From an optimization exercise on the open Yosys and OpenROAD flow, aimed at small area, a short achievable clock period and few clock cycles per item; shortcuts taken in it are not production practice.

Design MODULE_STATIC_PROCESS, start of the top module:
module MODULE_STATIC_PROCESS (
    input clk,
    input rst,
    input [3:0] state_info,
    input [11:0] read_from_aux,
    input [11:0] read_from_ram,
    output reg [11:0] write2aux,
    output reg [11:0] write2ram,
    output reg [9:0] write2aux_addr,
    output reg [9:0] read_from_aux_addr,
    output reg [18:0] write2ram_addr,
    output reg [18:0] read_from_ram_addr,
    output reg ena_write_ram,
    output done
);
localparam [2:0] S_IDLE = 3'd0, S_FILT = 3'd1, S_HCLR = 3'd2, S_HCNT = 3'd3,
                 S_TA   = 3'd4, S_TC   = 3'd5, S_TW   = 3'd6, S_DONE = 3'd7;
reg [2:0] state;
reg       done_r;
assign done = done_r;
reg [3:0] st;             
reg [1:0] op;             
wire op_blur   = (op == 2'd2);
wire op_emboss = (op == 2'd3);
wire [18:0] t = read_from_ram_addr;
wire [9:0]  ra = read_from_aux_addr;
wire in_filt = (state == S_FILT);
wire in_hcnt = (state == S_HCNT);
reg [11:0] px;
wire [3:0] R = px[11:8], G = px[7:4], B = px[3:0];
wire [47:0]  hR_T, hB_T;
wire [63:0]  hG_T;
wire [111:0] rR_T, rG_T, rB_T;
genvar gi;
generate
  for (gi = 0; gi < 16; gi = gi + 1) begin : tabs
    assign hR_T[gi*3 +: 3] = (30 * gi) / 100;
    assign hG_T[gi*4 +: 4] = (59 * gi) / 100;
    assign hB_T[gi*3 +: 3] = (11 * gi) / 100;
    assign rR_T[gi*7 +: 7] = (30 * gi) % 100;
    assign rG_T[gi*7 +: 7] = (59 * gi) % 100;
    assign rB_T[gi*7 +: 7] = (11 * gi) % 100;
  end
endgenerate
wire [2:0] hR = hR_T[R*3 +: 3], hB = hB_T[B*3 +: 3];
wire [3:0] hG = hG_T[G*4 +: 4];
wire [6:0] rR = rR_T[R*7 +: 7], rG = rG_T[G*7 +: 7], rB = rB_T[B*7 +: 7];
wire [8:0] sr = rR + rG + rB;
wire c2 = (sr >= 9'd200), c1 = (sr >= 9'd100);
wire [6:0] m1 = c2 ? sr - 9'd200 : c1 ? sr - 9'd100 : sr;
wire [3:0] g1 = hR + hG + hB + {c2, c1 & ~c2};
reg [3:0] pg;             
reg [6:0] pm;             
reg [3:0] e2;
integer j;
always @* begin
  e2 = 4'd0;
  case (op)
    2'd0: for (j = 1; j < 9; j = j + 1) if (pm >= (100 * j + 8) / 9) e2 = j;
    2'd1: for (j = 1; j < 8; j = j + 1) if (pm >= (100 * j + 7) / 8) e2 = j;
    2'd2: for (j = 1; j < 4; j = j + 1) if (pm >= 25 * j) e2 = j;
    default: e2 = 4'd0;
  endcase
end
reg [11:0] ea;
reg [3:0]  eg, ee;
reg        ez, ew, et;    
reg        row1;
wire [3:0] nTg = ea[11:8], nMg = ea[7:4], nBg = eg;
wire       nTh = ea[3],    nMh = ea[1],   nBh = ee[1];
wire [3:0] nMe = op_blur ? {2'b00, ea[1:0]} : ea[3:0];
  ...
Size in the first run: about 1600 cells after synthesis, roughly 220 flip-flops, ~110 I/O pins.
Settings: LEC_CHECK=0, CAP_MARGIN=20, CORE_MARGIN=2, CORE_UTILIZATION=40, PLACE_DENSITY=0.6, SLEW_MARGIN=20; clock period 29.0 ns.
standard.sh (not shown) runs the stock make flow with config.mk's settings and CLKGATE_MAP_FILE= SYNTH_SCRIPT=/design/flow/synth_recipe.tcl, a recipe that flattens the netlist after the stock synthesis.
==> flow/flow/run.sh <==
#!/bin/bash
# Standard ORFS layout, with timing repair asked to leave extra setup slack
# at the design's 29 ns clock (the margin ORFS documents for finding a
# design's minimum period without editing the SDC), and port buffers of a
# stronger cell.
set -euo pipefail
bash standard.sh SETUP_SLACK_MARGIN=23 "BUFFER_PORTS_ARGS=-buffer_cell sky130_fd_sc_hd__buf_4" finish > standard.log 2>&1
Rerun with:
==> flow/run.sh (new file) <==
#!/bin/bash
# synth_recipe.tcl (not shown) runs the flow's synth.tcl, then flattens the netlist and writes it again
# the make line also repeats each setting of config.mk as NAME=value (left out here)
make -C /OpenROAD-flow-scripts/flow DESIGN_CONFIG=/design/flow/config.mk WORK_HOME=/design/flow/orfs CLKGATE_MAP_FILE= SYNTH_SCRIPT=/design/flow/synth_recipe.tcl finish
removed: flow/flow/run.sh
removed: flow/standard.sh
=>
- The new run finished clean
- count of clock-buffer cells in the layout went down by 1
- via count decreases by 3.5%
- routed wire length shrinks by 4.2%
- cell count decreases by 4.2%
Function was not checked in any run of this note: the RTL went through the layout flow alone.

## re-timing with driven ports
The results above use ideal ports. As a check the final layouts listed here were re-extracted and re-timed, cells and wires unchanged. Step 1: set_driving_cell puts a clkbuf_16 on clk and a buf_2 on each other input, an assumption about the parent block. Step 2 also shifts input and output timing later by t, the mid clock arrival at the registers, as if the neighbouring blocks saw the same clock. Slacks: no drivers / after step 1 / after step 2; pairs: no drivers / after step 1.
run | t, ns | slack for setup (ns) | worst setup path at the end | cell pins on the clock port's net
the first run | 0.605 | 21.969 / 21.915 / 22.520 | register to output | 1
the second run | 0.601 | 21.274 / 21.222 / 21.823 | register to output | 1
After both steps setup and hold are still met in every run listed.
